Source: an optimization exercise on an open RTL-to-GDS flow (aim: small area). Production flows keep margins and buffers that such runs may drop.
Function was checked by simulation only, so behaviour that the tests miss may differ from the original.
Power figures rest on the tool's default switching activity, not on a simulated workload.

## flow/design.v (module list and top-level ports; edited modules follow where they fit)
// module pulse_merge: 20 lines
// module pcie_tlp_demux: 152 lines
// module pcie_axi_master_rd: 466 lines
// module pcie_axi_master_wr: 337 lines
// module pcie_axi_master: 231 lines
module pcie_axi_master #
(
    parameter TLP_DATA_WIDTH = 64,
    parameter TLP_STRB_WIDTH = TLP_DATA_WIDTH/32,
    parameter TLP_HDR_WIDTH = 128,
    parameter TLP_SEG_COUNT = 1,
    parameter AXI_DATA_WIDTH = TLP_DATA_WIDTH,
    parameter AXI_ADDR_WIDTH = 64,
    parameter AXI_STRB_WIDTH = (AXI_DATA_WIDTH/8),
    parameter AXI_ID_WIDTH = 8,
    parameter AXI_MAX_BURST_LEN = 256,
    parameter TLP_FORCE_64_BIT_ADDR = 0
)
(
    input  wire                                    clk,
    input  wire                                    rst,
    input  wire [TLP_DATA_WIDTH-1:0]               rx_req_tlp_data,
    input  wire [TLP_SEG_COUNT*TLP_HDR_WIDTH-1:0]  rx_req_tlp_hdr,
    input  wire [TLP_SEG_COUNT-1:0]                rx_req_tlp_valid,
    input  wire [TLP_SEG_COUNT-1:0]                rx_req_tlp_sop,
    input  wire [TLP_SEG_COUNT-1:0]                rx_req_tlp_eop,
    output wire                                    rx_req_tlp_ready,
    output wire [TLP_DATA_WIDTH-1:0]               tx_cpl_tlp_data,
    output wire [TLP_STRB_WIDTH-1:0]               tx_cpl_tlp_strb,
    output wire [TLP_SEG_COUNT*TLP_HDR_WIDTH-1:0]  tx_cpl_tlp_hdr,
    output wire [TLP_SEG_COUNT-1:0]                tx_cpl_tlp_valid,
    output wire [TLP_SEG_COUNT-1:0]                tx_cpl_tlp_sop,
    output wire [TLP_SEG_COUNT-1:0]                tx_cpl_tlp_eop,
    input  wire                                    tx_cpl_tlp_ready,
    output wire [AXI_ID_WIDTH-1:0]                 m_axi_awid,
    output wire [AXI_ADDR_WIDTH-1:0]               m_axi_awaddr,
    output wire [7:0]                              m_axi_awlen,
    output wire [2:0]                              m_axi_awsize,
    output wire [1:0]                              m_axi_awburst,
    output wire                                    m_axi_awlock,
    output wire [3:0]                              m_axi_awcache,
    output wire [2:0]                              m_axi_awprot,
    output wire                                    m_axi_awvalid,
    input  wire                                    m_axi_awready,
    output wire [AXI_DATA_WIDTH-1:0]               m_axi_wdata,
    output wire [AXI_STRB_WIDTH-1:0]               m_axi_wstrb,
    output wire                                    m_axi_wlast,
    output wire                                    m_axi_wvalid,
    input  wire                                    m_axi_wready,
    input  wire [AXI_ID_WIDTH-1:0]                 m_axi_bid,
    input  wire [1:0]                              m_axi_bresp,
    input  wire                                    m_axi_bvalid,
    output wire                                    m_axi_bready,
    output wire [AXI_ID_WIDTH-1:0]                 m_axi_arid,
    output wire [AXI_ADDR_WIDTH-1:0]               m_axi_araddr,
    output wire [7:0]                              m_axi_arlen,
    output wire [2:0]                              m_axi_arsize,
    output wire [1:0]                              m_axi_arburst,
  // ...
==> flow/flow/run.sh <==
#!/bin/bash
set -e
export CTS_ARGS="-sink_clustering_enable -repair_clock_nets -dont_use_dummy_load -sink_clustering_size 16 -sink_clustering_max_diameter 70 -buf_list sky130_fd_sc_hd__clkbuf_8"
export BUFFER_PORTS_ARGS="-buffer_cell sky130_fd_sc_hd__buf_1"
bash standard.sh > standard.log 2>&1
==> flow/standard.sh <==
#!/bin/bash
# synth_recipe.tcl (not shown) runs the flow's synth.tcl, then flattens the netlist and writes it again
# the make line also repeats each setting of config.mk as NAME=value (left out here)
make -C /OpenROAD-flow-scripts/flow DESIGN_CONFIG=/design/flow/config.mk WORK_HOME=/design/flow/orfs CLKGATE_MAP_FILE= SYNTH_SCRIPT=/design/flow/synth_recipe.tcl "${@:-finish}"
==> flow/config.mk <==
export PLATFORM = sky130hd
export DESIGN_NAME = pcie_axi_master
export DESIGN_NICKNAME = pcie_axi_master
export VERILOG_FILES = /design/flow/design.v
export SDC_FILE = /design/flow/constraint.sdc
export NUM_CORES = 4
export LEC_CHECK = 0
export CAP_MARGIN = 5
export CORE_MARGIN = 2
export CORE_UTILIZATION = 60
export SLEW_MARGIN = 5
==> flow/constraint.sdc <==
create_clock -name core_clock -period 8.0 [get_ports {clk}]
set_input_delay 1.6000 -clock core_clock [delete_from_list [all_inputs] [get_ports {clk}]]
set_output_delay 1.6000 -clock core_clock [all_outputs]
set_load 0.01 [all_outputs]
==> metrics.md, run 1 <==
| Metric | Value |
|---|---|
| Outcome | finished clean |
| Antenna viol nets, final | 0 |
| Flip-flop count of the largest register after layout | 1420 |
| Wire length per cell | roughly 30 µm |
| Critical path data arrival time | 7.37 ns |
| Top fanout value on the critical path | 20 |
| Cell count after placement | 7928 |
| Crit path required time | roughly 8.4 ns |
| Cell depth of the worst min-delay path | 0 |
| Internal power | about 18 mW |
| Met3 track demand over resource in global routing | under 10% |
| Routing usage on met1 | 44.0% |
| Sequential cell area | 70100 µm² |
| Gr busiest metal | met2 |
| Non-clock buffer contribution to total cell area | 3.20% |
| Share of cell area taken by flip-flops and latches | 71.2% |
| Top layer used by detailed routing | met5 |
| Post-synthesis cell type with the largest combined area | edfxtp_1 |
| Maximum ir drop on the vdd rail | 0.440 mV |
| Area of the core region | about 150000 µm² |
| Min Clock Period, post-route | 6.93 ns |
| Final-report hold violation count | 0 |
| Max-slew violation count | 0 |
| Logic depth of the worst setup path including buffers | 18 |
| Metal3 WL | 23500 µm |
| Routability congestion estimate from global placement | 0.848 |
| CP cell instances | or4_1 > or4_4 > nand2_1 > and2_1 > nand2b_1 > ha_1 > inv_1 > ha_1 > and2_1 > a21oi_1 > a21oi_1 > or4_1 > o311ai_1 > nor4b_4 > nand3_2 > o21ai_1 > o221ai_1 > nor3b_2 |
| Clock group share of total power | between 20 and 25% |
| Avg Inst Size Synth | roughly 17 µm² |
| Remaining routing DRC violations | 0 |
| Proportion of register bits with asynchronous set or reset after synthesis | 0% |
| Cell area after synthesis | 91700 µm² |
| Clock Tree Buf Depth | 3 |
| Reported sequential group power | 15.1 mW |
| Most common cell in the netlist | edfxtp_1 |
| Number of combinational gates with multiple inputs | around 2700 |
| Fraction of the yosys area taken by sequential cells | around three quarters |
| Slew HR | 19.2% |
| Antenna cell count | 9 |
| Effective utilization at floorplan | roughly three fifths |
| Floorplan die area | 156000 µm² |
| Leading cell types by count after synthesis | edfxtp_1, mux2_2, nand2_1 |
| Total Routing Usage GR | 30.9% |
==> run 2: changes to the inputs <==
--- a/flow/config.mk
+++ b/flow/config.mk
@@ -6,6 +6,6 @@
 export NUM_CORES = 4
 export LEC_CHECK = 0
-export CAP_MARGIN = 5
+export CAP_MARGIN = 20
 export CORE_MARGIN = 2
 export CORE_UTILIZATION = 60
-export SLEW_MARGIN = 5
+export SLEW_MARGIN = 20
==> metrics.md, run 2 <==
| Metric | Value |
|---|---|
| Nature of the critical path endpoint | flip-flop |
| Die Wd | 395 µm |
| Routability congestion estimate from global placement | 0.848 (unchanged) |
| Dominant cells by area after synthesis | edfxtp_1, mux2_2, a22oi_1 |
| Ratio of total power to cell area | 255 nW/µm² |
| Antenna violations before repair | 12 |
| Number of gates resized after cts | 0 |
| RSZ-0062 raised after global routing | false |
| Detailed-route vias per instance | 6.45 |
| Hold Path Class | flip-flop to flip-flop |
| Total Routing Usage GR | 30.9% (-0.032 points) |
| Area of the core region | 152000 µm² (unchanged) |
| CTS tree | built |
| Worst Path Buf+Inv | 1 |
| Worst setup margin | 1.15 ns |
| Area share of the largest cell type after synthesis | 75.7% |
| Total area of multi-input combinational cells | 20000 µm² |
| Die Y | 395 µm |
| Outcome | finished clean |
| Aggregate routed wire length | 244000 µm |
| Ratio of cells with drive above 1 in the final layout | around a tenth |
| Max-slew violation count | 0 (unchanged) |
| Clock sink total | 2347 |
| Number of buffers added for setup after CTS | 0 |
| Family of cells with the greatest summed delay on the critical path | simple AND/OR/NAND/NOR gates |
| Startpoint of the tightest hold check path | pcie_tlp_demux_inst.out_tlp_hdr_reg[95] |
| Critical path data arrival time | 7.32 ns (-0.05 ns) |
| Slew HR | 21.3% (+2.1 points) |
| Setup Crit Path Kind | flip-flop to flip-flop |
| Crit path required time | 8.46 ns (+0.02 ns) |
| Logic depth of the worst setup path including buffers | 18 (unchanged) |
| Number of distinct standard cells referenced by the synthesized netlist | about 80 |
| Wire length per cell | 30.2 µm (-0.19%) |
| Number of H-tree branching levels | 4 |
| Std cell rows | 143 |
| Number of buffers created by CTS | 170 |
| Most used cells in the layout excluding fill and tap cells | edfxtp_1, buf_1, mux2_2 |
| Sequential cell area | 70100 µm² (unchanged) |
| Worst setup SP type | flip-flop |
| Clock tree root buffer cell | clkbuf_8 |
| Top fanout value on the critical path | 20 (unchanged) |
| EDFF count, synth | 2310 |
| Maximum ir drop on the vdd rail | 0.414 mV (-6.0%) |
| Count of synthesis-stage warnings from yosys | 9 |
| Dpl hpwl | roughly 140000 µm |
| Remaining routing DRC violations | 0 (unchanged) |
| Floorplan die area | 156000 µm² (unchanged) |
| Leading cell types by count after synthesis | edfxtp_1, mux2_2, nand2_1 |
| Maximum achievable frequency | 146 MHz |
| Start of the worst register-to-register path | pcie_tlp_demux_inst.out_tlp_hdr_reg[98] |
| Slew at the pin closest to its max-slew limit | 1.18 ns |
| Number of cells produced by synthesis | 5477 |
| Effective utilization at floorplan | 60.3% (unchanged) |
| # fillers | 10834 |
| Fraction of the yosys area taken by sequential cells | 76.5% (unchanged) |
| Stage delay of the slowest cell on the critical path | 0.87 ns |
| Endpoints failing setup | 0 |
| CP cell instances | or4_1 > or4_4 > nand2_1 > and2_1 > nand2b_1 > ha_1 > inv_1 > ha_1 > and2_1 > a21oi_1 > a21oi_1 > or4_1 > o311ai_1 > nor4b_4 > nand3_2 > o21ai_1 > o221ai_1 > nor3b_2 |
| Net count, final | approximately 6500 |
| Proportion of register bits with asynchronous set or reset after synthesis | 0% (unchanged) |
| Post-synthesis cell type with the largest combined area | edfxtp_1 |
| Global-route congestion overflow total | 0 |
| Number of buffers inserted by port buffering | between 600 and 700 |
| Flip-flop count of the largest register after layout | 1420 (unchanged) |
| Count of TritonRoute iterations in the first routing pass | 8 |
| Most common cell after layout, fill and taps aside | edfxtp_1 |
| Number of hold-repair buffers added at the cts stage | 0 |
| Flops & latches, synth | between 2000 and 2500 |
| Count of vias placed by the detailed router | 52280 |
| Top FF cell, synth | edfxtp_1 |
| Cell area after synthesis | 91700 µm² (unchanged) |
| Final cell utilization of the core | about 65% |
| Reg2Reg Depth | 18 |
| Critical path startpoint | pcie_tlp_demux_inst.out_tlp_hdr_reg[98] |
| Clock Tree Buf Depth | 3 (unchanged) |
| Post-placement setup slack | 1.24 ns |
| Area growth from synthesis to layout | 7.47% |
| Maxcap violations | 0 |
| Clock-pin slew reported for the worst setup and hold paths after clock tree synthesis | ~0.090 ns |
| I/O pin total | 771 |
| Most common cell in the netlist | edfxtp_1 |
| Min Clock Period, post-route | 6.85 ns (-0.0741 ns) |
| Latest clock arrival within the worst-skew pair | 0.93 ns |
| Antenna viol nets, final | 0 (unchanged) |
| Max stage delay cell, worst path | nor3b_2 |
| Final sum of negative setup slack | 0 ns |
| Wire length of the first global-routing pass | 350000 µm |
| Initial DRC Count | 6302 |
| Number of global-route vias before repair | 50410 |
| Cell depth of the worst min-delay path | 0 (unchanged) |
| Share of the cycle needed by the critical path after routing | 85.7% |
| Max Clock Skew | 0.150 ns |
| Final-report hold violation count | 0 (unchanged) |
| Largest net degree at the start of global routing | 119 |
| Cell leakage power | 31.8 nW |
| Avg Inst Size Synth | 16.7 µm² (unchanged) |
-- run 2: worst reg2reg max path: stages, from the launching register on --
cell	delay, ns
edfxtp_1	0.69
or4_1	0.68
or4_4	0.56
nand2_1	0.19
and2_1	0.42
nand2b_1	0.32
ha_1	0.26
inv_1	0.08
ha_1	0.24
and2_1	0.19
a21oi_1	0.16
a21oi_1	0.17
or4_1	0.53
o311ai_1	0.13
nor4b_4	0.37
nand3_2	0.26
o21ai_1	0.20
o221ai_1	0.19
nor3b_2	0.87
-- run 2: routing by layer --
layer,vias to the layer above,wire length (µm),track usage [%]
met5,-,27,0
met4,4,5980,7.58
met1,26669,99900,44.4
met2,2665,117000,49.8
li1,22598,-,-
met3,344,21900,5.33
-- run 2: layout make-up --
cell class | count | share of cell area (%)
timing repair buffer | 717 | 3.20
multi-input combinational | 2732 | 20.3
tap | 2030 | 2.58
sequential | 2347 | 71.2
inverter | 102 | 0.391
clock buffer | 170 | 2.38
antenna | 8 | 0.0203
-- run 2: final timing paths --
kind                                                                      to  slack (ns)
worst min register to register                                     flip-flop        0.39
worst max register to register  pcie_axi_master_wr_inst.out_fifo_mem[14][69]        1.15
worst min-delay path                                               flip-flop        0.39
worst max-delay path            pcie_axi_master_wr_inst.out_fifo_mem[14][69]        1.15
-- run 2: cell families after synthesis --
group	share of synthesized area, %
DFF	76.5
AOI/OAI and AO/OA	9.13
and+or+nand+nor	5.37
buffers and inverters	2.52
muxes	3.73
xor gates and xnor gates	1.43
adders and majority gates	1.34
other	0.00819
-- run 2: per-stage QoR --
step                hold WS, ns  total power [mW]  instances  cell area [µm²]
floorplan                 0.400              18.0       5574            92000
global placement          0.381              19.8       7928            96100
detailed placement        0.386              19.9       7928            96200
CTS                       0.389              25.2       8098            98500
global route              0.404              26.0       8101            98500
finish                    0.394              25.1       8106            98500
-- run 2: power by group --
group	internal (mW)	leakage, nW	switching (mW)
logic	1.35	8.75	3.14
registers	14.8	21.8	0.316
clock network	1.90	1.22	3.55
total	18.1	31.8	7.01
==> module pcie_axi_master_rd, before the edit <==
module pcie_axi_master_rd #
(
    parameter TLP_DATA_WIDTH = 64,
    parameter TLP_STRB_WIDTH = TLP_DATA_WIDTH/32,
    parameter TLP_HDR_WIDTH = 128,
    parameter TLP_SEG_COUNT = 1,
    parameter AXI_DATA_WIDTH = TLP_DATA_WIDTH,
    parameter AXI_ADDR_WIDTH = 64,
    parameter AXI_STRB_WIDTH = (AXI_DATA_WIDTH/8),
    parameter AXI_ID_WIDTH = 8,
    parameter AXI_MAX_BURST_LEN = 256,
    parameter TLP_FORCE_64_BIT_ADDR = 0
)
(
    input  wire                                    clk,
    input  wire                                    rst,
    input  wire [TLP_SEG_COUNT*TLP_HDR_WIDTH-1:0]  rx_req_tlp_hdr,
    input  wire [TLP_SEG_COUNT-1:0]                rx_req_tlp_valid,
    input  wire [TLP_SEG_COUNT-1:0]                rx_req_tlp_sop,
    input  wire [TLP_SEG_COUNT-1:0]                rx_req_tlp_eop,
    output wire                                    rx_req_tlp_ready,
    output wire [TLP_DATA_WIDTH-1:0]               tx_cpl_tlp_data,
    output wire [TLP_STRB_WIDTH-1:0]               tx_cpl_tlp_strb,
    output wire [TLP_SEG_COUNT*TLP_HDR_WIDTH-1:0]  tx_cpl_tlp_hdr,
    output wire [TLP_SEG_COUNT-1:0]                tx_cpl_tlp_valid,
    output wire [TLP_SEG_COUNT-1:0]                tx_cpl_tlp_sop,
    output wire [TLP_SEG_COUNT-1:0]                tx_cpl_tlp_eop,
    input  wire                                    tx_cpl_tlp_ready,
    output wire [AXI_ID_WIDTH-1:0]                 m_axi_arid,
    output wire [AXI_ADDR_WIDTH-1:0]               m_axi_araddr,
    output wire [7:0]                              m_axi_arlen,
    output wire [2:0]                              m_axi_arsize,
    output wire [1:0]                              m_axi_arburst,
    output wire                                    m_axi_arlock,
    output wire [3:0]                              m_axi_arcache,
    output wire [2:0]                              m_axi_arprot,
    output wire                                    m_axi_arvalid,
    input  wire                                    m_axi_arready,
    input  wire [AXI_ID_WIDTH-1:0]                 m_axi_rid,
    input  wire [AXI_DATA_WIDTH-1:0]               m_axi_rdata,
    input  wire [1:0]                              m_axi_rresp,
    input  wire                                    m_axi_rlast,
    input  wire                                    m_axi_rvalid,
    output wire                                    m_axi_rready,
    input  wire [15:0]                             completer_id,
    input  wire [2:0]                              max_payload_size,
    output wire                                    status_error_cor,
    output wire                                    status_error_uncor
);
localparam [1:0]
    AXI_STATE_IDLE = 2'd0,
    AXI_STATE_START = 2'd1;
reg [1:0] axi_state_reg, axi_state_next;
localparam [1:0]
    TLP_STATE_IDLE = 2'd0,
    TLP_STATE_HEADER = 2'd1,
    TLP_STATE_TRANSFER = 2'd2;
reg [1:0] tlp_state_reg, tlp_state_next;
reg transfer_in_save;
reg tlp_cmd_ready;
reg [63:0] m_axi_araddr_reg, m_axi_araddr_next;
reg first_reg, first_next;
reg [12:0] op_count_reg, op_count_next;
reg [10:0] op_dword_count_reg, op_dword_count_next;
reg [6:0] tlp_lower_addr_reg, tlp_lower_addr_next;
reg [11:0] tlp_len_reg, tlp_len_next;
reg offset_reg, offset_next;
reg [9:0] dword_count_reg, dword_count_next;
reg bubble_cycle_reg, bubble_cycle_next;
wire last_cycle_reg = dword_count_reg <= 2;
wire input_active_reg = !(offset_reg && !bubble_cycle_reg && dword_count_reg == 1);
reg [15:0] requester_id_reg, requester_id_next;
reg [9:0] tag_reg, tag_next;
reg [2:0] tc_reg, tc_next;
reg [2:0] attr_reg, attr_next;
reg [6:0] tlp_cmd_lower_addr_reg, tlp_cmd_lower_addr_next;
reg [11:0] tlp_cmd_byte_len_reg, tlp_cmd_byte_len_next;
reg [9:0] tlp_cmd_dword_len_reg, tlp_cmd_dword_len_next;
reg tlp_cmd_bubble_cycle_reg, tlp_cmd_bubble_cycle_next;
reg [15:0] tlp_cmd_requester_id_reg, tlp_cmd_requester_id_next;
reg [9:0] tlp_cmd_tag_reg, tlp_cmd_tag_next;
reg [2:0] tlp_cmd_tc_reg, tlp_cmd_tc_next;
reg [2:0] tlp_cmd_attr_reg, tlp_cmd_attr_next;
reg tlp_cmd_valid_reg, tlp_cmd_valid_next;
reg rx_req_tlp_ready_reg, rx_req_tlp_ready_next;
reg [7:0] m_axi_arlen_reg, m_axi_arlen_next;
reg m_axi_arvalid_reg, m_axi_arvalid_next;
reg m_axi_rready_reg, m_axi_rready_next;
reg [63:0] save_axi_rdata_reg;
wire [63:0] shift_axi_rdata = offset_reg ? {m_axi_rdata[31:0], save_axi_rdata_reg[63:32]} : m_axi_rdata;
wire [10:0] max_payload_size_dw = 11'd32 << (max_payload_size > 4 ? 3'd4 : max_payload_size);
wire [9:0]  hdr_tag = {rx_req_tlp_hdr[119], rx_req_tlp_hdr[115], rx_req_tlp_hdr[79:72]};
wire [2:0]  hdr_tc = rx_req_tlp_hdr[118:116];
wire [2:0]  hdr_attr = {rx_req_tlp_hdr[114], rx_req_tlp_hdr[109:108]};
wire [10:0] hdr_length = {rx_req_tlp_hdr[105:96] == 0, rx_req_tlp_hdr[105:96]};
wire [15:0] hdr_requester_id = rx_req_tlp_hdr[95:80];
wire [3:0]  hdr_last_be = rx_req_tlp_hdr[71:68];
wire [3:0]  hdr_first_be = rx_req_tlp_hdr[67:64];
wire [63:2] hdr_addr = rx_req_tlp_hdr[63:2];   
reg [1:0] first_be_offset;
reg [1:0] last_be_offset;
reg [2:0] single_dword_len;
reg [63:0] cur_addr;
reg [10:0] tlp_dword_count;
reg tlp_cmd_last;
reg [31:0] tmp;
reg  [63:0]  tx_cpl_tlp_data_int;
reg  [1:0]   tx_cpl_tlp_strb_int;
reg  [9:0]   tx_cpl_tlp_length_int;
reg          tx_cpl_tlp_valid_int;
reg          tx_cpl_tlp_sop_int;
reg          tx_cpl_tlp_eop_int;
reg          tx_cpl_tlp_ready_int_reg;
wire         tx_cpl_tlp_ready_int_early;
assign rx_req_tlp_ready = rx_req_tlp_ready_reg;
assign m_axi_arid = {AXI_ID_WIDTH{1'b0}};
assign m_axi_araddr = m_axi_araddr_reg;
assign m_axi_arlen = m_axi_arlen_reg;
assign m_axi_arsize = 3'd3;
assign m_axi_arburst = 2'b01;
assign m_axi_arlock = 1'b0;
assign m_axi_arcache = 4'b0011;
assign m_axi_arprot = 3'b010;
assign m_axi_arvalid = m_axi_arvalid_reg;
assign m_axi_rready = m_axi_rready_reg;
assign status_error_cor = 1'b0;
assign status_error_uncor = 1'b0;
always @* begin
    casez (hdr_first_be)
        4'b0000: single_dword_len = 3'd1;
        4'b0001: single_dword_len = 3'd1;
        4'b0010: single_dword_len = 3'd1;
        4'b0100: single_dword_len = 3'd1;
        4'b1000: single_dword_len = 3'd1;
        4'b0011: single_dword_len = 3'd2;
        4'b0110: single_dword_len = 3'd2;
        4'b1100: single_dword_len = 3'd2;
        4'b01z1: single_dword_len = 3'd3;
        4'b1z10: single_dword_len = 3'd3;
        4'b1zz1: single_dword_len = 3'd4;
        default: single_dword_len = 3'd1;
    endcase
    casez (hdr_first_be)
        4'b0000: first_be_offset = 2'b00;
        4'bzzz1: first_be_offset = 2'b00;
        4'bzz10: first_be_offset = 2'b01;
        4'bz100: first_be_offset = 2'b10;
        4'b1000: first_be_offset = 2'b11;
        default: first_be_offset = 2'b00;
    endcase
    casez (hdr_last_be)
        4'b0000: last_be_offset = 2'b00;
        4'b1zzz: last_be_offset = 2'b00;
        4'b01zz: last_be_offset = 2'b01;
        4'b001z: last_be_offset = 2'b10;
        4'b0001: last_be_offset = 2'b11;
        default: last_be_offset = 2'b00;
    endcase
end
always @* begin
    axi_state_next = AXI_STATE_IDLE;
    rx_req_tlp_ready_next = 1'b0;
    m_axi_araddr_next = m_axi_araddr_reg;
    first_next = first_reg;
    m_axi_arlen_next = m_axi_arlen_reg;
    m_axi_arvalid_next = m_axi_arvalid_reg && !m_axi_arready;
    op_count_next = op_count_reg;
    op_dword_count_next = op_dword_count_reg;
    tlp_cmd_lower_addr_next = tlp_cmd_lower_addr_reg;
    tlp_cmd_byte_len_next = tlp_cmd_byte_len_reg;
    tlp_cmd_dword_len_next = tlp_cmd_dword_len_reg;
    tlp_cmd_bubble_cycle_next = tlp_cmd_bubble_cycle_reg;
    tlp_cmd_requester_id_next = tlp_cmd_requester_id_reg;
    tlp_cmd_tag_next = tlp_cmd_tag_reg;
    tlp_cmd_tc_next = tlp_cmd_tc_reg;
    tlp_cmd_attr_next = tlp_cmd_attr_reg;
    tlp_cmd_valid_next = tlp_cmd_valid_reg && !tlp_cmd_ready;
    if (first_reg) begin
        cur_addr = m_axi_araddr_reg;
    end else begin
        cur_addr = {m_axi_araddr_reg[63:12], m_axi_araddr_reg[11:7] + max_payload_size_dw[9:5], 7'd0};
    end
    tlp_dword_count = 11'd0;
    tlp_cmd_last = 1'b0;
    tmp = 32'd0;
    case (axi_state_reg)
        AXI_STATE_IDLE: begin
            rx_req_tlp_ready_next = (!m_axi_arvalid_reg || m_axi_arready) && !tlp_cmd_valid_reg;
            if (rx_req_tlp_ready && rx_req_tlp_valid && rx_req_tlp_sop) begin
                m_axi_araddr_next = {hdr_addr[63:2], first_be_offset};
                first_next = 1'b1;
                op_dword_count_next = hdr_length;
                if (hdr_length == 1) begin
                    op_count_next = single_dword_len;
                end else begin
                    op_count_next = (hdr_length << 2) - first_be_offset - last_be_offset;
                end
                tlp_cmd_requester_id_next = hdr_requester_id;
                tlp_cmd_tag_next = hdr_tag;
                tlp_cmd_tc_next = hdr_tc;
                tlp_cmd_attr_next = hdr_attr;
                rx_req_tlp_ready_next = 1'b0;
                axi_state_next = AXI_STATE_START;
            end
        end
        AXI_STATE_START: begin
            if (!tlp_cmd_valid_reg && !m_axi_arvalid_reg) begin
                if (op_dword_count_reg <= max_payload_size_dw) begin
                    tlp_dword_count = op_dword_count_reg;
                    tlp_cmd_last = 1'b1;
                end else begin
                    tlp_dword_count = max_payload_size_dw - cur_addr[6:2];
                    tlp_cmd_last = 1'b0;
                end
                op_count_next = op_count_reg - (tlp_dword_count << 2) + cur_addr[1:0];
                op_dword_count_next = op_dword_count_reg - tlp_dword_count;
                tlp_cmd_lower_addr_next = cur_addr[6:0];
                tlp_cmd_byte_len_next = op_count_reg[11:0];
                tlp_cmd_dword_len_next = tlp_dword_count[9:0];
                tlp_cmd_bubble_cycle_next = cur_addr[2];
                tlp_cmd_valid_next = 1'b1;
                m_axi_araddr_next = cur_addr;
                first_next = 1'b0;
                tmp = (tlp_dword_count + cur_addr[2] - 1) >> 1;
                m_axi_arlen_next = tmp[7:0];
                m_axi_arvalid_next = 1'b1;
                if (!tlp_cmd_last) begin
                    axi_state_next = AXI_STATE_START;
                end else begin
                    axi_state_next = AXI_STATE_IDLE;
                end
            end else begin
                axi_state_next = AXI_STATE_START;
            end
        end
        default: begin
            axi_state_next = AXI_STATE_IDLE;
        end
    endcase
end
always @* begin
    tlp_state_next = TLP_STATE_IDLE;
    transfer_in_save = 1'b0;
    tlp_cmd_ready = 1'b0;
    m_axi_rready_next = 1'b0;
    tlp_lower_addr_next = tlp_lower_addr_reg;
    tlp_len_next = tlp_len_reg;
    dword_count_next = dword_count_reg;
    offset_next = offset_reg;
    bubble_cycle_next = bubble_cycle_reg;
    requester_id_next = requester_id_reg;
    tag_next = tag_reg;
    tc_next = tc_reg;
    attr_next = attr_reg;
    tx_cpl_tlp_data_int = shift_axi_rdata;
    tx_cpl_tlp_strb_int = 2'b00;
    tx_cpl_tlp_valid_int = 1'b0;
    tx_cpl_tlp_sop_int = 1'b0;
    tx_cpl_tlp_eop_int = 1'b0;
    case (tlp_state_reg)
        TLP_STATE_IDLE: begin
            m_axi_rready_next = 1'b0;
            tlp_lower_addr_next = tlp_cmd_lower_addr_reg;
            tlp_len_next = tlp_cmd_byte_len_reg;
            dword_count_next = tlp_cmd_dword_len_reg;
            offset_next = tlp_cmd_bubble_cycle_reg;
            bubble_cycle_next = tlp_cmd_bubble_cycle_reg;
            requester_id_next = tlp_cmd_requester_id_reg;
            tag_next = tlp_cmd_tag_reg;
            tc_next = tlp_cmd_tc_reg;
            attr_next = tlp_cmd_attr_reg;
            if (tlp_cmd_valid_reg) begin
                tlp_cmd_ready = 1'b1;
                m_axi_rready_next = tx_cpl_tlp_ready_int_early;
                tlp_state_next = TLP_STATE_HEADER;
            end else begin
                tlp_state_next = TLP_STATE_IDLE;
            end
        end
        TLP_STATE_HEADER, TLP_STATE_TRANSFER: begin
            m_axi_rready_next = tx_cpl_tlp_ready_int_early && input_active_reg;
            if (tx_cpl_tlp_ready_int_reg && ((m_axi_rready && m_axi_rvalid) || !input_active_reg)) begin
                transfer_in_save = tlp_state_reg == TLP_STATE_TRANSFER || (m_axi_rready && m_axi_rvalid);
                if (tlp_state_reg == TLP_STATE_HEADER && bubble_cycle_reg) begin
                    bubble_cycle_next = 1'b0;
                    m_axi_rready_next = tx_cpl_tlp_ready_int_early && dword_count_reg != 1;
                    tlp_state_next = TLP_STATE_HEADER;
                end else begin
                    dword_count_next = dword_count_reg - 2;
                    tx_cpl_tlp_data_int = shift_axi_rdata;
                    if (dword_count_reg >= 2) begin
                        tx_cpl_tlp_strb_int = 2'b11;
                    end else begin
                        tx_cpl_tlp_strb_int = 2'b11 >> (2 - dword_count_reg);
                    end
                    tx_cpl_tlp_valid_int = 1'b1;
                    tx_cpl_tlp_sop_int = tlp_state_reg == TLP_STATE_HEADER;
                    tx_cpl_tlp_eop_int = 1'b0;
                    if (last_cycle_reg) begin
                        tx_cpl_tlp_eop_int = 1'b1;
                        tlp_lower_addr_next = tlp_cmd_lower_addr_reg;
                        tlp_len_next = tlp_cmd_byte_len_reg;
                        dword_count_next = tlp_cmd_dword_len_reg;
                        offset_next = tlp_cmd_bubble_cycle_reg;
                        bubble_cycle_next = tlp_cmd_bubble_cycle_reg;
                        requester_id_next = tlp_cmd_requester_id_reg;
                        tag_next = tlp_cmd_tag_reg;
                        tc_next = tlp_cmd_tc_reg;
                        attr_next = tlp_cmd_attr_reg;
                        if (tlp_cmd_valid_reg) begin
                            tlp_cmd_ready = 1'b1;
                            m_axi_rready_next = tx_cpl_tlp_ready_int_early;
                            tlp_state_next = TLP_STATE_HEADER;
                        end else begin
                            m_axi_rready_next = 1'b0;
                            tlp_state_next = TLP_STATE_IDLE;
                        end
                    end else begin
                        m_axi_rready_next = tx_cpl_tlp_ready_int_early && !(offset_reg && dword_count_next == 1);
                        tlp_state_next = TLP_STATE_TRANSFER;
                    end
                end
            end else begin
                tlp_state_next = tlp_state_reg;
            end
        end
        default: begin
            tlp_state_next = TLP_STATE_IDLE;
        end
    endcase
    tx_cpl_tlp_length_int = dword_count_reg;
end
always @(posedge clk) begin
    axi_state_reg <= axi_state_next;
    tlp_state_reg <= tlp_state_next;
    m_axi_araddr_reg <= m_axi_araddr_next;
    first_reg <= first_next;
    op_count_reg <= op_count_next;
    op_dword_count_reg <= op_dword_count_next;
    tlp_lower_addr_reg <= tlp_lower_addr_next;
    tlp_len_reg <= tlp_len_next;
    dword_count_reg <= dword_count_next;
    offset_reg <= offset_next;
    bubble_cycle_reg <= bubble_cycle_next;
    requester_id_reg <= requester_id_next;
    tag_reg <= tag_next;
    tc_reg <= tc_next;
    attr_reg <= attr_next;
    tlp_cmd_lower_addr_reg <= tlp_cmd_lower_addr_next;
    tlp_cmd_byte_len_reg <= tlp_cmd_byte_len_next;
    tlp_cmd_dword_len_reg <= tlp_cmd_dword_len_next;
    tlp_cmd_bubble_cycle_reg <= tlp_cmd_bubble_cycle_next;
    tlp_cmd_requester_id_reg <= tlp_cmd_requester_id_next;
    tlp_cmd_tag_reg <= tlp_cmd_tag_next;
    tlp_cmd_tc_reg <= tlp_cmd_tc_next;
    tlp_cmd_attr_reg <= tlp_cmd_attr_next;
    tlp_cmd_valid_reg <= tlp_cmd_valid_next;
    rx_req_tlp_ready_reg <= rx_req_tlp_ready_next;
    m_axi_arlen_reg <= m_axi_arlen_next;
    m_axi_arvalid_reg <= m_axi_arvalid_next;
    m_axi_rready_reg <= m_axi_rready_next;
    if (transfer_in_save) begin
        save_axi_rdata_reg <= m_axi_rdata;
    end
    if (rst) begin
        axi_state_reg <= AXI_STATE_IDLE;
        tlp_state_reg <= TLP_STATE_IDLE;
        tlp_cmd_valid_reg <= 1'b0;
        rx_req_tlp_ready_reg <= 1'b0;
        m_axi_arvalid_reg <= 1'b0;
        m_axi_rready_reg <= 1'b0;
    end
end
localparam OW = 1+10+7+12+16+10+3+3;
reg [63:0]   tx_cpl_tlp_data_reg;
reg [OW-1:0] tx_cpl_tlp_info_reg;
reg          tx_cpl_tlp_valid_reg, tx_cpl_tlp_valid_next;
reg [63:0]   temp_tx_cpl_tlp_data_reg;
reg [OW-1:0] temp_tx_cpl_tlp_info_reg;
reg          temp_tx_cpl_tlp_valid_reg, temp_tx_cpl_tlp_valid_next;
wire [OW-1:0] tx_cpl_tlp_info_int = {tx_cpl_tlp_sop_int,
    tx_cpl_tlp_length_int, tlp_lower_addr_reg, tlp_len_reg, requester_id_reg, tag_reg, tc_reg, attr_reg};
reg store_axis_int_to_output;
reg store_axis_int_to_temp;
reg store_axis_temp_to_output;
wire        o_sop;
wire [9:0]  o_length;
wire [6:0]  o_lower_addr;
wire [11:0] o_byte_count;
wire [15:0] o_requester_id;
wire [9:0]  o_tag;
wire [2:0]  o_tc;
wire [2:0]  o_attr;
assign {o_sop, o_length, o_lower_addr, o_byte_count, o_requester_id, o_tag, o_tc, o_attr} = tx_cpl_tlp_info_reg;
assign tx_cpl_tlp_data   = tx_cpl_tlp_data_reg;
assign tx_cpl_tlp_strb   = {o_length >= 2, o_length != 0};
assign tx_cpl_tlp_hdr    = {
    3'b010,              
    5'b01010,            
    o_tag[9],            
    o_tc,                
    o_tag[8],            
    o_attr[2],           
    1'b0,                
    1'b0,                
    1'b0,                
    1'b0,                
    o_attr[1:0],         
    2'b00,               
    o_length,            
    completer_id,        
    3'b000,              
    1'b0,                
    o_byte_count,        
    o_requester_id,      
    o_tag[7:0],          
    1'b0,
    o_lower_addr,        
    32'd0
};
assign tx_cpl_tlp_valid  = tx_cpl_tlp_valid_reg;
assign tx_cpl_tlp_sop    = o_sop;
assign tx_cpl_tlp_eop    = o_length <= 2;
assign tx_cpl_tlp_ready_int_early = tx_cpl_tlp_ready || (!temp_tx_cpl_tlp_valid_reg && !tx_cpl_tlp_valid_reg);
always @* begin
    tx_cpl_tlp_valid_next = tx_cpl_tlp_valid_reg;
    temp_tx_cpl_tlp_valid_next = temp_tx_cpl_tlp_valid_reg;
    store_axis_int_to_output = 1'b0;
    store_axis_int_to_temp = 1'b0;
    store_axis_temp_to_output = 1'b0;
    if (tx_cpl_tlp_ready_int_reg) begin
        if (tx_cpl_tlp_ready || !tx_cpl_tlp_valid_reg) begin
            tx_cpl_tlp_valid_next = tx_cpl_tlp_valid_int;
            store_axis_int_to_output = 1'b1;
        end else begin
            temp_tx_cpl_tlp_valid_next = tx_cpl_tlp_valid_int;
            store_axis_int_to_temp = 1'b1;
        end
    end else if (tx_cpl_tlp_ready) begin
        tx_cpl_tlp_valid_next = temp_tx_cpl_tlp_valid_reg;
        temp_tx_cpl_tlp_valid_next = 1'b0;
        store_axis_temp_to_output = 1'b1;
    end
end
always @(posedge clk) begin
    tx_cpl_tlp_valid_reg <= tx_cpl_tlp_valid_next;
    tx_cpl_tlp_ready_int_reg <= tx_cpl_tlp_ready_int_early;
    temp_tx_cpl_tlp_valid_reg <= temp_tx_cpl_tlp_valid_next;
    if (store_axis_int_to_output) begin
        tx_cpl_tlp_data_reg <= tx_cpl_tlp_data_int;
        tx_cpl_tlp_info_reg <= tx_cpl_tlp_info_int;
    end else if (store_axis_temp_to_output) begin
        tx_cpl_tlp_data_reg <= temp_tx_cpl_tlp_data_reg;
        tx_cpl_tlp_info_reg <= temp_tx_cpl_tlp_info_reg;
    end
    if (store_axis_int_to_temp) begin
        temp_tx_cpl_tlp_data_reg <= tx_cpl_tlp_data_int;
        temp_tx_cpl_tlp_info_reg <= tx_cpl_tlp_info_int;
    end
    if (rst) begin
        tx_cpl_tlp_valid_reg <= 1'b0;
        tx_cpl_tlp_ready_int_reg <= 1'b0;
        temp_tx_cpl_tlp_valid_reg <= 1'b0;
    end
end
endmodule
==> run 3: changes to the inputs <==
--- a/flow/design.v
+++ b/flow/design.v
@@ -241,5 +241,8 @@
 reg [63:0] m_axi_araddr_reg, m_axi_araddr_next;
 reg first_reg, first_next;
-reg [12:0] op_count_reg, op_count_next;
+reg op_single_reg, op_single_next;
+reg [2:0] op_single_len_reg, op_single_len_next;
+reg [1:0] op_last_be_offset_reg, op_last_be_offset_next;
+reg [12:0] op_count;
 reg [10:0] op_dword_count_reg, op_dword_count_next;
 reg [6:0] tlp_lower_addr_reg, tlp_lower_addr_next;
@@ -345,5 +348,7 @@
     m_axi_arlen_next = m_axi_arlen_reg;
     m_axi_arvalid_next = m_axi_arvalid_reg && !m_axi_arready;
-    op_count_next = op_count_reg;
+    op_single_next = op_single_reg;
+    op_single_len_next = op_single_len_reg;
+    op_last_be_offset_next = op_last_be_offset_reg;
     op_dword_count_next = op_dword_count_reg;
     tlp_cmd_lower_addr_next = tlp_cmd_lower_addr_reg;
@@ -361,4 +366,9 @@
         cur_addr = {m_axi_araddr_reg[63:12], m_axi_araddr_reg[11:7] + max_payload_size_dw[9:5], 7'd0};
     end
+    if (op_single_reg) begin
+        op_count = op_single_len_reg;
+    end else begin
+        op_count = {op_dword_count_reg, 2'b00} - op_last_be_offset_reg - cur_addr[1:0];
+    end
     tlp_dword_count = 11'd0;
     tlp_cmd_last = 1'b0;
@@ -371,9 +381,7 @@
                 first_next = 1'b1;
                 op_dword_count_next = hdr_length;
-                if (hdr_length == 1) begin
-                    op_count_next = single_dword_len;
-                end else begin
-                    op_count_next = (hdr_length << 2) - first_be_offset - last_be_offset;
-                end
+                op_single_next = hdr_length == 1;
+                op_single_len_next = single_dword_len;
+                op_last_be_offset_next = last_be_offset;
                 tlp_cmd_requester_id_next = hdr_requester_id;
                 tlp_cmd_tag_next = hdr_tag;
@@ -393,8 +401,7 @@
                     tlp_cmd_last = 1'b0;
                 end
-                op_count_next = op_count_reg - (tlp_dword_count << 2) + cur_addr[1:0];
                 op_dword_count_next = op_dword_count_reg - tlp_dword_count;
                 tlp_cmd_lower_addr_next = cur_addr[6:0];
-                tlp_cmd_byte_len_next = op_count_reg[11:0];
+                tlp_cmd_byte_len_next = op_count[11:0];
                 tlp_cmd_dword_len_next = tlp_dword_count[9:0];
                 tlp_cmd_bubble_cycle_next = cur_addr[2];
@@ -516,5 +523,7 @@
     m_axi_araddr_reg <= m_axi_araddr_next;
     first_reg <= first_next;
-    op_count_reg <= op_count_next;
+    op_single_reg <= op_single_next;
+    op_single_len_reg <= op_single_len_next;
+    op_last_be_offset_reg <= op_last_be_offset_next;
     op_dword_count_reg <= op_dword_count_next;
     tlp_lower_addr_reg <= tlp_lower_addr_next;
--- a/flow/config.mk
+++ b/flow/config.mk
@@ -8,4 +8,4 @@
 export CAP_MARGIN = 20
 export CORE_MARGIN = 2
-export CORE_UTILIZATION = 60
+export CORE_UTILIZATION = 70
 export SLEW_MARGIN = 20
==> metrics.md, run 3 <==
| Metric | Value |
|---|---|
| I/O pin total | 771 (unchanged) |
| Die Y | 364 µm (-7.7%) |
| Area share of the largest cell type after synthesis | 76.1% (+0.39 points) |
| Worst reg2reg endpoint | pcie_axi_master_wr_inst.out_fifo_mem[5][69] |
| Max-slew violation count | 0 (unchanged) |
| Clock tree root buffer cell | clkbuf_8 |
| Effective utilization at floorplan | 70.4% (+10 points) |
| Top fanout value on the critical path | 20 (unchanged) |
| Net count, final | 6392 (-1.2%) |
| Max Clock Skew | 0.107 ns (-0.0428 ns) |
| Number of distinct standard cells referenced by the synthesized netlist | 84 (+6.3%) |
| Maximum ir drop on the vdd rail | 0.258 mV (-38%) |
| Reg2Reg Depth | 15 (-3) |
| Slew HR | 18.3% (-3.1 points) |
| Area of the core region | 129000 µm² (-15%) |
| Critical path data arrival time | 7.33 ns (about the same) |
| Count of TritonRoute iterations in the first routing pass | 6 (-2) |
| Die Wd | 364 µm (-7.7%) |
| Largest net degree at the start of global routing | 120 (+0.84%) |
| Clock-pin slew reported for the worst setup and hold paths after clock tree synthesis | 0.10 ns (about the same) |
| Std cell rows | 132 (-7.7%) |
| Routability congestion estimate from global placement | 0.867 (+2.3%) |
| Number of buffers added for setup after CTS | 0 (unchanged) |
| Flip-flop count of the largest register after layout | 1420 (unchanged) |
| Worst Path Buf+Inv | 1 (unchanged) |
| Area growth from synthesis to layout | 7.09% |
| # fillers | 7842 (-28%) |
| Number of buffers created by CTS | 169 (-0.59%) |
| CP cell instances | nor4_4 > nand3_1 > xnor2_1 > and2_1 > a21o_1 > inv_1 > ha_1 > nand2_1 > nor4_1 > nor2_1 > nand3b_1 > a211oi_2 > a31oi_1 > o21bai_1 > nor3b_2 |
| Crit path required time | 8.53 ns (+0.07 ns) |
| Wire length of the first global-routing pass | 337000 µm (-3.8%) |
| Aggregate routed wire length | 236000 µm (-3.3%) |
| EDFF count, synth | 2304 (-0.26%) |
| Leading cell types by count after synthesis | edfxtp_1, a22oi_1, mux2_2 |
| Internal reg-to-reg setup slack | 1.20 ns (+0.06 ns) |
| Count of synthesis-stage warnings from yosys | 9 (unchanged) |
| Dominant cells by area after synthesis | edfxtp_1, a22oi_1, mux2_2 |
| Share of the cycle needed by the critical path after routing | 84.9% (-0.73 points) |
| Number of global-route vias before repair | 50322 (-0.17%) |
| Setup Crit Path Kind | flip-flop to flip-flop |
| Avg Inst Size Synth | 16.7 µm² (about the same) |
| Ratio of cells with drive above 1 in the final layout | 10.8% (+0.17 points) |
| Top FF cell, synth | edfxtp_1 |
| Most common cell in the netlist | edfxtp_1 |
| Maximum achievable frequency | 147 MHz (+0.86%) |
| Number of cells produced by synthesis | 5437 (-0.73%) |
| Number of gates resized after cts | 0 (unchanged) |
| Clock Tree Buf Depth | 3 (unchanged) |
| Final-report hold violation count | 0 (unchanged) |
| Stage delay of the slowest cell on the critical path | 0.84 ns (-0.03 ns) |
| Max stage delay cell, worst path | nor3b_2 |
| Hold Path Class | flip-flop to flip-flop |
| Antenna violations before repair | 16 (+4) |
| Proportion of register bits with asynchronous set or reset after synthesis | 0% (unchanged) |
| Family of cells with the greatest summed delay on the critical path | simple AND/OR/NAND/NOR gates |
| Worst hold endpoint | pcie_axi_master_rd_inst.attr_reg[2] |
| Antenna viol nets, final | 0 (unchanged) |
| Latest clock arrival within the worst-skew pair | 0.96 ns (+0.03 ns) |
| CTS tree | built |
| Count of vias placed by the detailed router | 52907 (+1.2%) |
| Total Routing Usage GR | 35.4% (+4.5 points) |
| Cell depth of the worst min-delay path | 0 (unchanged) |
| Start of the worst register-to-register path | pcie_tlp_demux_inst.out_tlp_hdr_reg[99] |
| Outcome | finished clean |
| Ratio of total power to cell area | 253 nW/µm² (-0.50%) |
| Number of buffers inserted by port buffering | 606 (unchanged) |
| Slew at the pin closest to its max-slew limit | 1.23 ns (+0.0487 ns) |
| Most common cell after layout, fill and taps aside | edfxtp_1 |
| Nature of the critical path endpoint | flip-flop |
| Detailed-route vias per instance | 6.81 (+5.6%) |
| Cell area after synthesis | 91000 µm² (-0.77%) |
| Flops & latches, synth | 2341 (-0.26%) |
| Endpoints failing setup | 0 (unchanged) |
| Startpoint of the tightest hold check path | pcie_axi_master_rd_inst.tlp_cmd_attr_reg[2] |
| Number of hold-repair buffers added at the cts stage | 0 (unchanged) |
| Post-synthesis cell type with the largest combined area | edfxtp_1 |
| Number of H-tree branching levels | 4 (unchanged) |
| Clock sink total | 2341 (-0.26%) |
| Global-route congestion overflow total | 0 (unchanged) |
| Dpl hpwl | 134000 µm (-2.1%) |
| Maxcap violations | 0 (unchanged) |
| Floorplan die area | 133000 µm² (-15%) |
| Worst setup SP type | flip-flop |
| Remaining routing DRC violations | 0 (unchanged) |
| Fraction of the yosys area taken by sequential cells | 76.9% (+0.40 points) |
| Final sum of negative setup slack | 0 ns (unchanged) |
| Most used cells in the layout excluding fill and tap cells | edfxtp_1, buf_1, a22oi_1 |
| Min Clock Period, post-route | 6.80 ns (-0.0584 ns) |
| Initial DRC Count | 7973 (+27%) |
| Wire length per cell | 30.4 µm (+0.89%) |
| Tot Pwr | 24.7 mW (-1.6%) |
| RSZ-0062 raised after global routing | false |
| Cell leakage power | 30.9 nW (-2.7%) |
-- run 3: cell count changes after synthesis, moves of 33 or more --
cell      delta
o32a_1      +69
nand2_1     -42
a221oi_1   -159
xnor2_1     -33
a22o_1     -165
a22oi_1    +322
nand3_1    +101
o22a_1      -59
-- run 3: worst max-delay path by stage --
stage	start	end	slack (ns)	cells past startpoint
2_1_floorplan	tx_cpl_tlp_ready	flip-flop	0.34	3
3_3_place_gp	pcie_tlp_demux_inst.out_tlp_hdr_reg[98]	pcie_axi_master_wr_inst.out_fifo_mem[11][68]	1.48	15
3_5_place_dp	pcie_tlp_demux_inst.out_tlp_hdr_reg[98]	pcie_axi_master_wr_inst.out_fifo_mem[6][65]	1.46	15
4_1_cts	pcie_tlp_demux_inst.out_tlp_hdr_reg[99]	pcie_axi_master_wr_inst.out_fifo_mem[15][69]	1.50	15
5_1_grt	pcie_tlp_demux_inst.out_tlp_hdr_reg[99]	pcie_axi_master_wr_inst.out_fifo_mem[0][69]	0.83	15
6_report	pcie_tlp_demux_inst.out_tlp_hdr_reg[99]	pcie_axi_master_wr_inst.out_fifo_mem[5][69]	1.20	15
-- run 3: logic make-up (layout without fill, tap and decap cells) --
kind of cell             count (synthesis)  in the layout  synth area share [%]
XOR/XNOR                               136            136                  1.32
AO/OA/AOI/OAI                         1099           1099                  8.92
flip-flops                            2341           2341                  76.9
other                                    2            116               0.00826
multiplexers                           310            310                  3.83
buffers and inverters                  492            965                  2.52
adder cells (fa/ha/maj)                 76             76                  1.08
AND/OR/NAND/NOR                        981            981                  5.44
-- run 3: through the flow --
stage / instance area (µm²) / setup slack [ns] / cells / util [%] / hold slack (ns)
4_1_cts: 97300 / 1.50 / 7747 / 75.3 / 0.401
3_5_place_dp: 95000 / 1.46 / 7578 / 73.5 / 0.405
5_1_grt: 97400 / 0.831 / 7761 / 75.4 / 0.410
6_report: 97400 / 1.20 / 7766 / 75.4 / 0.410
3_3_place_gp: 95000 / 1.48 / 7577 / 73.5 / 0.401
2_1_floorplan: 91300 / 0.339 / 5534 / - / 0.400
-- run 3: power breakdown --
part	switching [mW]	leakage [nW]	total (mW)	internal (mW)
registers	0.343	21.7	15.1	14.8
clock network	3.48	1.22	5.37	1.89
logic	2.94	8.00	4.21	1.27
-- run 3: layout make-up --
class | count | area (µm²) | area share, %
tap | 1742 | 2180 | 2.24
sequential | 2341 | 69900 | 71.8
timing repair buffer | 703 | 3090 | 3.17
multi-input combinational | 2701 | 19500 | 20.0
clock buffer | 169 | 2330 | 2.39
inverter | 93 | 353 | 0.362
antenna | 17 | 42.5 | 0.0437
-- run 3: layer usage --
metal / routed length (µm) / GRT usage, % / vias to the layer above
li1: - / - / 22430
met1: 89000 / 50.8 / 26469
met2: 110000 / 54.8 / 3576
met3: 29600 / 7.72 / 426
met4: 7730 / 12.0 / 6
met5: 36 / 0 / -
==> run 4: changes to the inputs <==
--- a/flow/config.mk
+++ b/flow/config.mk
@@ -8,4 +8,4 @@
 export CAP_MARGIN = 20
 export CORE_MARGIN = 2
-export CORE_UTILIZATION = 70
+export CORE_UTILIZATION = 60
 export SLEW_MARGIN = 20
==> metrics.md, run 4 <==
| Metric | Value |
|---|---|
| Top FF cell, synth | edfxtp_1 |
| Final sum of negative setup slack | 0 ns (unchanged) |
| Post-route design area | 97700 µm² (+0.33%) |
| Area growth from synthesis to layout | 7.44% |
| Maxcap violations | 0 (unchanged) |
| Clock-pin slew reported for the worst setup and hold paths after clock tree synthesis | 0.10 ns (about the same) |
| CTS tree | built |
| Ratio of cells with drive above 1 in the final layout | 10.7% (-0.059 points) |
| Number of cells produced by synthesis | 5437 (unchanged) |
| Post-synthesis cell type with the largest combined area | edfxtp_1 |
| Setup Crit Path Kind | flip-flop to flip-flop |
| EDFF count, synth | 2304 (unchanged) |
| Max-slew violation count | 0 (unchanged) |
| Min Clock Period, post-route | 6.46 ns (-0.332 ns) |
| Maximum ir drop on the vdd rail | 0.241 mV (-6.7%) |
| Top fanout value on the critical path | 20 (unchanged) |
| Most common cell after layout, fill and taps aside | edfxtp_1 |
| Clock Tree Buf Depth | 3 (unchanged) |
| Largest net degree at the start of global routing | 127 (+5.8%) |
| Nature of the critical path endpoint | flip-flop |
| Area of placed instances | 95400 µm² (+0.39%) |
| Wire length of the first global-routing pass | 349000 µm (+3.5%) |
| Latest clock arrival within the worst-skew pair | 0.93 ns (-0.03 ns) |
| Fraction of the yosys area taken by sequential cells | 76.9% (unchanged) |
| Hold Path Class | flip-flop to flip-flop |
| Number of buffers added for setup after CTS | 0 (unchanged) |
| Detailed-route vias per instance | 6.50 (-4.7%) |
| Count of synthesis-stage warnings from yosys | 9 (unchanged) |
| Most used cells in the layout excluding fill and tap cells | edfxtp_1, buf_1, a22oi_1 |
| Endpoints failing setup | 0 (unchanged) |
| Crit path required time | 8.58 ns (+0.05 ns) |
| Ratio of total power to cell area | 254 nW/µm² (+0.24%) |
| Worst setup SP type | flip-flop |
| Dominant cells by area after synthesis | edfxtp_1, a22oi_1, mux2_2 |
| Critical path data arrival time | 7.04 ns (-0.29 ns) |
| Die Y | 393 µm (+7.9%) |
| Net count, final | 6388 (-0.063%) |
| Share of the cycle needed by the critical path after routing | 80.8% (-4.2 points) |
| Global-route congestion overflow total | 0 (unchanged) |
| Die Wd | 393 µm (+7.9%) |
| Number of hold-repair buffers added at the cts stage | 0 (unchanged) |
| Slew HR | 22.1% (+3.8 points) |
| Number of distinct standard cells referenced by the synthesized netlist | 84 (unchanged) |
| Sequential cell area | 69900 µm² (unchanged) |
| Avg Inst Size Synth | 16.7 µm² (unchanged) |
| Area share of the largest cell type after synthesis | 76.1% (unchanged) |
| Area of the core region | 150000 µm² (+16%) |
| Leading cell types by count after synthesis | edfxtp_1, a22oi_1, mux2_2 |
| Count of TritonRoute iterations in the first routing pass | 7 (+1) |
| Antenna viol nets, final | 0 (unchanged) |
| Number of global-route vias before repair | 49966 (-0.71%) |
| Floorplan die area | 155000 µm² (+16%) |
| Cell area after synthesis | 91000 µm² (unchanged) |
| Flops & latches, synth | 2341 (unchanged) |
| Std cell rows | 142 (+7.6%) |
| Antenna violations before repair | 13 (-3) |
| Routability congestion estimate from global placement | 0.873 (+0.62%) |
| Critical path startpoint | pcie_tlp_demux_inst.out_tlp_hdr_reg[98] |
| Start of the worst register-to-register path | pcie_tlp_demux_inst.out_tlp_hdr_reg[98] |
| Clock tree root buffer cell | clkbuf_8 |
| Aggregate routed wire length | 244000 µm (+3.4%) |
| Count of vias placed by the detailed router | 52153 (-1.4%) |
| Number of buffers inserted by port buffering | 606 (unchanged) |
| Most common cell in the netlist | edfxtp_1 |
| Maximum achievable frequency | 155 MHz (+5.1%) |
| # fillers | 10735 (+37%) |
| Total area of multi-input combinational cells | 19500 µm² (about the same) |
| Max Clock Skew | 0.103 ns (-0.00403 ns) |
| Wire length per cell | 30.4 µm (about the same) |
| Cell leakage power | 30.9 nW (about the same) |
| Final-report hold violation count | 0 (unchanged) |
| Proportion of register bits with asynchronous set or reset after synthesis | 0% (unchanged) |
| Outcome | finished clean |
| Slew at the pin closest to its max-slew limit | 1.17 ns (-0.0571 ns) |
| Dpl hpwl | 136000 µm (+1.0%) |
| Remaining routing DRC violations | 0 (unchanged) |
| I/O pin total | 771 (unchanged) |
| RSZ-0062 raised after global routing | false |
| Flip-flop count of the largest register after layout | 1420 (unchanged) |
| Startpoint of the tightest hold check path | pcie_tlp_demux_inst.out_tlp_hdr_reg[108] |
| Number of buffers created by CTS | 169 (unchanged) |
| Clock sink total | 2341 (unchanged) |
| Effective utilization at floorplan | 60.6% (-9.8 points) |
| Total Routing Usage GR | 31.0% (-4.4 points) |
| Number of H-tree branching levels | 4 (unchanged) |
| Number of gates resized after cts | 0 (unchanged) |
| Initial DRC Count | 6968 (-13%) |
-- run 4: final cells by class --
class / count / share of cell area, %
flip-flops and latches: 2341 / 71.6
multi-input cells: 2701 / 20.0
repair buffers: 699 / 3.15
well taps: 2016 / 2.58
clock buffers: 169 / 2.38
inverters: 93 / 0.362
diodes: 10 / 0.0256
-- run 4: metal layers --
metal	global-route usage, %	vias up	routed length [µm]	share of wire (%)
li1	-	22410	-	-
met1	45.7	26504	98600	40
met2	48.4	2881	113000	46
met3	5.82	354	26700	11
met4	7.46	4	5590	2.3
met5	0	-	27	0.011
-- run 4: per-stage QoR --
| step | worst slack, ns | hold WS, ns | cells | util [%] | power, mW |
|---|---|---|---|---|---|
| 6_report | 1.54 | 0.391 | 8029 | 65.1 | 24.8 |
| 2_1_floorplan | 0.339 | 0.400 | 5534 | - | 17.8 |
| 3_5_place_dp | 1.38 | 0.405 | 7850 | 63.5 | 19.6 |
| 5_1_grt | 1.01 | 0.396 | 8025 | 65.1 | 25.6 |
| 3_3_place_gp | 1.54 | 0.401 | 7850 | 63.5 | 19.5 |
| 4_1_cts | 1.36 | 0.380 | 8019 | 65.1 | 24.9 |
-- run 4: report_power, final --
group / switching [mW] / internal (mW)
Clock: 3.57 / 1.89
Sequential: 0.359 / 14.8
Combinational: 2.97 / 1.28
-- run 4: worst paths after layout --
path              slack (ns)  cells past startpoint                                           to
hold reg to reg         0.39                      0  pcie_axi_master_rd_inst.tlp_cmd_attr_reg[0]
setup / recovery        1.54                     14  pcie_axi_master_wr_inst.out_fifo_mem[8][69]
hold / removal          0.39                      0  pcie_axi_master_rd_inst.tlp_cmd_attr_reg[0]
setup reg to reg        1.54                     14  pcie_axi_master_wr_inst.out_fifo_mem[8][69]
-- run 4: critical path: stages (launching register included) --
cell and delay (ns):
edfxtp_1 0.63, nor4_4 0.55, nand3_1 0.29, xnor2_1 0.71, and2_1 0.43, a21oi_1 0.11, ha_1 0.41, a21o_1 0.28
or3_1 0.36, a221oi_1 0.40, nand3_1 0.14, a211oi_2 0.61, nor4b_1 0.33, a21oi_1 0.23, nor3b_4 0.70
-- run 4: cells by family after synthesis --
family                   after synthesis  share of synthesized area [%]
other                                  2                        0.00826
buffers and inverters                492                           2.52
AO/OA/AOI/OAI                       1099                           8.92
multiplexers                         310                           3.83
XOR/XNOR                             136                           1.32
adder cells (fa/ha/maj)               76                           1.08
AND/OR/NAND/NOR                      981                           5.44
flip-flops                          2341                           76.9
==> run 5: changes to the inputs <==
==> flow/flow/run.sh (replaced) <==
#!/bin/bash
set -e
export CTS_ARGS="-sink_clustering_enable -repair_clock_nets -dont_use_dummy_load -sink_clustering_size 16 -sink_clustering_max_diameter 70 -buf_list sky130_fd_sc_hd__clkbuf_8"
export BUFFER_PORTS_ARGS="-buffer_cell sky130_fd_sc_hd__buf_1"
export SKIP_REPAIR_TIE_FANOUT=1
bash standard.sh > standard.log 2>&1
==> metrics.md, run 5 <==
| Metric | Value |
|---|---|
| Max Clock Skew | 0.100 ns (-0.00242 ns) |
| Wire length of the first global-routing pass | 353000 µm (+1.2%) |
| Part of the total power dissipated in combinational logic | 17.0% (about the same) |
| CP cell instances | nor4_4 > nand3_1 > xnor2_1 > and2_1 > a21oi_1 > ha_1 > a21oi_1 > nor3_1 > a311oi_1 > nand3_1 > a211oi_2 > nor4b_1 > a21oi_1 > nor3b_4 |
| Worst setup SP type | flip-flop |
| Endpoints failing setup | 0 (unchanged) |
| Most used cells in the layout excluding fill and tap cells | edfxtp_1, buf_1, a22oi_1 |
| Clock tree root buffer cell | clkbuf_8 |
| Most common cell in the netlist | edfxtp_1 |
| Share of the cycle needed by the critical path after routing | 81.8% (+1.0 points) |
| Count of synthesis-stage warnings from yosys | 9 (unchanged) |
| Sequential share of power | 61.0% (about the same) |
| Die Y | 393 µm (unchanged) |
| Number of H-tree branching levels | 4 (unchanged) |
| Total area of multi-input combinational cells | 19100 µm² (-1.9%) |
| Maximum ir drop on the vdd rail | 0.443 mV (+84%) |
| Final sum of negative setup slack | 0 ns (unchanged) |
| Aggregate routed wire length | 249000 µm (+1.9%) |
| Clock group share of total power | 22.0% (about the same) |
| Global-route congestion overflow total | 0 (unchanged) |
| Dpl hpwl | 140000 µm (+3.0%) |
| Max stage delay cell, worst path | nor3b_4 |
| Remaining routing DRC violations | 0 (unchanged) |
| Number of buffers added for setup after CTS | 0 (unchanged) |
| Dominant cells by area after synthesis | edfxtp_1, a22oi_1, mux2_2 |
| Std cell rows | 142 (unchanged) |
| Count of TritonRoute iterations in the first routing pass | 6 (-1) |
| Sw frac | 27.7% (-0.059 points) |
| CTS tree | built |
| RSZ-0062 raised after global routing | false |
| Net count, final | 6306 (-1.3%) |
| Leading cell types by count after synthesis | edfxtp_1, a22oi_1, mux2_2 |
| Effective utilization at floorplan | 60.6% (unchanged) |
| Sequential cell area | 69900 µm² (unchanged) |
| Cell leakage power | 30.7 nW (-0.75%) |
| Flops & latches, synth | 2341 (unchanged) |
| Flip-flop count of the largest register after layout | 1420 (unchanged) |
| Tot Pwr | 24.8 mW (about the same) |
| Final-report hold violation count | 0 (unchanged) |
| Switching power of the nets | 6.88 mW (-0.25%) |
| Die Wd | 393 µm (unchanged) |
| Critical path data arrival time | 7.13 ns (+0.09 ns) |
| Area of the core region | 150000 µm² (unchanged) |
| Largest net degree at the start of global routing | 127 (unchanged) |
| Ratio of total power to cell area | 255 nW/µm² (+0.22%) |
| Avg Inst Size Synth | 16.7 µm² (unchanged) |
| Most prevalent standard cell on the critical path | a21oi_1 |
| Min Clock Period, post-route | 6.55 ns (+0.0832 ns) |
| Number of hold-repair buffers added at the cts stage | 0 (unchanged) |
| Number of gates resized after cts | 0 (unchanged) |
| Fraction of the yosys area taken by sequential cells | 76.9% (unchanged) |
| Maximum achievable frequency | 153 MHz (-1.3%) |
| Clock Tree Buf Depth | 3 (unchanged) |
| Max-slew violation count | 0 (unchanged) |
| Antenna viol nets, final | 0 (unchanged) |
| Routability congestion estimate from global placement | 0.865 (-0.87%) |
| Proportion of register bits with asynchronous set or reset after synthesis | 0% (unchanged) |
| Area share of the largest cell type after synthesis | 76.1% (unchanged) |
| Post-synthesis cell type with the largest combined area | edfxtp_1 |
| Crit path required time | 8.59 ns (about the same) |
| Internal power | 17.9 mW (about the same) |
| Area growth from synthesis to layout | 7.16% |
| I/O pin total | 771 (unchanged) |
| # fillers | 10824 (+0.83%) |
| Total Routing Usage GR | 31.6% (+0.65 points) |
| Setup Crit Path Kind | flip-flop to flip-flop |
| Initial DRC Count | 7090 (+1.8%) |
| Nature of the critical path endpoint | flip-flop |
| Stage delay of the slowest cell on the critical path | 0.72 ns (about the same) |
| Detailed-route vias per instance | 6.53 (+0.59%) |
| Most common cell after layout, fill and taps aside | edfxtp_1 |
| Floorplan die area | 155000 µm² (unchanged) |
| Number of buffers inserted by port buffering | 606 (unchanged) |
| Cell area after synthesis | 91000 µm² (unchanged) |
| EDFF count, synth | 2304 (unchanged) |
| Clock-pin slew reported for the worst setup and hold paths after clock tree synthesis | 0.10 ns (about the same) |
| Slew HR | 26.3% (+4.2 points) |
| Top FF cell, synth | edfxtp_1 |
| Outcome | finished clean |
| Antenna violations before repair | 21 (+8) |
| Slew at the pin closest to its max-slew limit | 1.10 ns (-0.0659 ns) |
| Latest clock arrival within the worst-skew pair | 0.94 ns (about the same) |
| Count of vias placed by the detailed router | 51929 (-0.43%) |
| Hold Path Class | flip-flop to flip-flop |
| Clock sink total | 2341 (unchanged) |
| Number of buffers created by CTS | 170 (+0.59%) |
| Top fanout value on the critical path | 20 (unchanged) |
| Wire length per cell | 31.3 µm (+3.0%) |
| Number of distinct standard cells referenced by the synthesized netlist | 84 (unchanged) |
| Number of cells produced by synthesis | 5437 (unchanged) |
| Maxcap violations | 0 (unchanged) |
| Ratio of cells with drive above 1 in the final layout | 11.1% (+0.37 points) |
| Number of global-route vias before repair | 49896 (-0.14%) |
==> run 5: logic make-up after synthesis <==
logic type | share of synthesized area, %
AND/OR/NAND/NOR | 5.44
buffers and inverters | 2.52
other | 0.00826
adder cells (fa/ha/maj) | 1.08
AO/OA/AOI/OAI | 8.92
XOR/XNOR | 1.32
multiplexers | 3.83
flip-flops | 76.9
==> run 5: critical path: cells and delay by family (launching register included) <==
family | cells | cell delay, ns
and+or+nand+nor | 7 | 2.68
AOI/OAI and AO/OA | 5 | 1.86
DFF | 1 | 0.65
xor gates and xnor gates | 1 | 0.62
adders and majority gates | 1 | 0.41
==> run 5: power groups by stage <==
stage / clock network, mW / logic [mW] / registers (mW)
detailed placement: 0 / 4.15 / 15.4
floorplan: 0 / 2.46 / 15.3
CTS: 5.56 / 4.18 / 15.1
global route: 5.98 / 4.53 / 15.2
finish: 5.47 / 4.22 / 15.1
global placement: 0 / 4.11 / 15.4
==> run 5: path summary, 6_finish.rpt <==
| check | slack, ns | from | depth (start not counted) | endpoint |
|---|---|---|---|---|
| setup / recovery | 1.45 | pcie_tlp_demux_inst.out_tlp_hdr_reg[98] | 14 | pcie_axi_master_wr_inst.out_fifo_mem[7][69] |
| hold / removal | 0.39 | pcie_tlp_demux_inst.out_tlp_hdr_reg[92] | 0 | flip-flop |
| setup reg to reg | 1.45 | pcie_tlp_demux_inst.out_tlp_hdr_reg[98] | 14 | pcie_axi_master_wr_inst.out_fifo_mem[7][69] |
| hold reg to reg | 0.39 | pcie_tlp_demux_inst.out_tlp_hdr_reg[92] | 0 | flip-flop |
==> run 5: metal layers <==
metal  up-vias  global-route usage (%)  share of wire, %
li1      22347                       -                 -
met1     26386                    45.4                40
met4        12                    8.70               2.7
met3       334                    6.91                11
met2      2850                    49.5                47
met5         -                       0             0.025
==> run 5: cell type report <==
class                      count  area share, %
inverter                      93          0.363
tap                         2016           2.59
multi-input combinational   2604           19.6
antenna                       11         0.0282
timing repair buffer         713           3.27
sequential                  2341           71.7
clock buffer                 170           2.40
==> run 5: metrics by stage <==
| stage | instances | area (µm²) | hold WS, ns | setup slack, ns | util [%] |
|---|---|---|---|---|---|
| 2_1_floorplan | 5437 | 91000 | 0.400 | 0.339 | - |
| 3_3_place_gp | 7765 | 95000 | 0.400 | 1.56 | 63.3 |
| 3_5_place_dp | 7767 | 95100 | 0.388 | 1.41 | 63.3 |
| 4_1_cts | 7937 | 97400 | 0.378 | 1.38 | 64.9 |
| 5_1_grt | 7943 | 97500 | 0.399 | 1.10 | 64.9 |
| 6_report | 7948 | 97500 | 0.389 | 1.45 | 64.9 |

==> separate check: timing with driven ports <==
Ports are ideal in the flow. The routed layouts listed here were re-timed in OpenROAD. Step 1: set_driving_cell puts a clkbuf_16 on clk and a buf_2 on each other input, an assumption about the parent block. Step 2 adds t to the input delays and takes it off the output delays; t is the mean of the earliest and latest rising clock arrival at the registers after step 1. Input paths then give back, and output paths get back, about the clock's delay inside the block. Slacks: ideal ports / drivers / drivers and shift; pairs: ideal ports / drivers.
| run | t (ns) | setup slack, ns | latest minus earliest clock arrival (ns) | worst register clock-pin slew, ns | cell pins on the clock port's net |
|---|---|---|---|---|---|
| run 1 | 0.941 | 1.072 / 1.072 / 1.072 | 0.148 / 0.148 | 0.11 / 0.11 | 1 |
| run 2 | 0.933 | 1.146 / 1.146 / 1.146 | 0.150 / 0.150 | 0.11 / 0.11 | 1 |
| run 3 | 0.972 | 1.204 / 1.204 / 1.204 | 0.129 / 0.129 | 0.11 / 0.11 | 1 |
| run 4 | 0.953 | 1.536 / 1.536 / 1.536 | 0.104 / 0.104 | 0.10 / 0.10 | 1 |
| run 5 | 0.982 | 1.453 / 1.453 / 1.453 | 0.118 / 0.118 | 0.11 / 0.11 | 1 |
After both steps setup and hold are still met in every run listed.
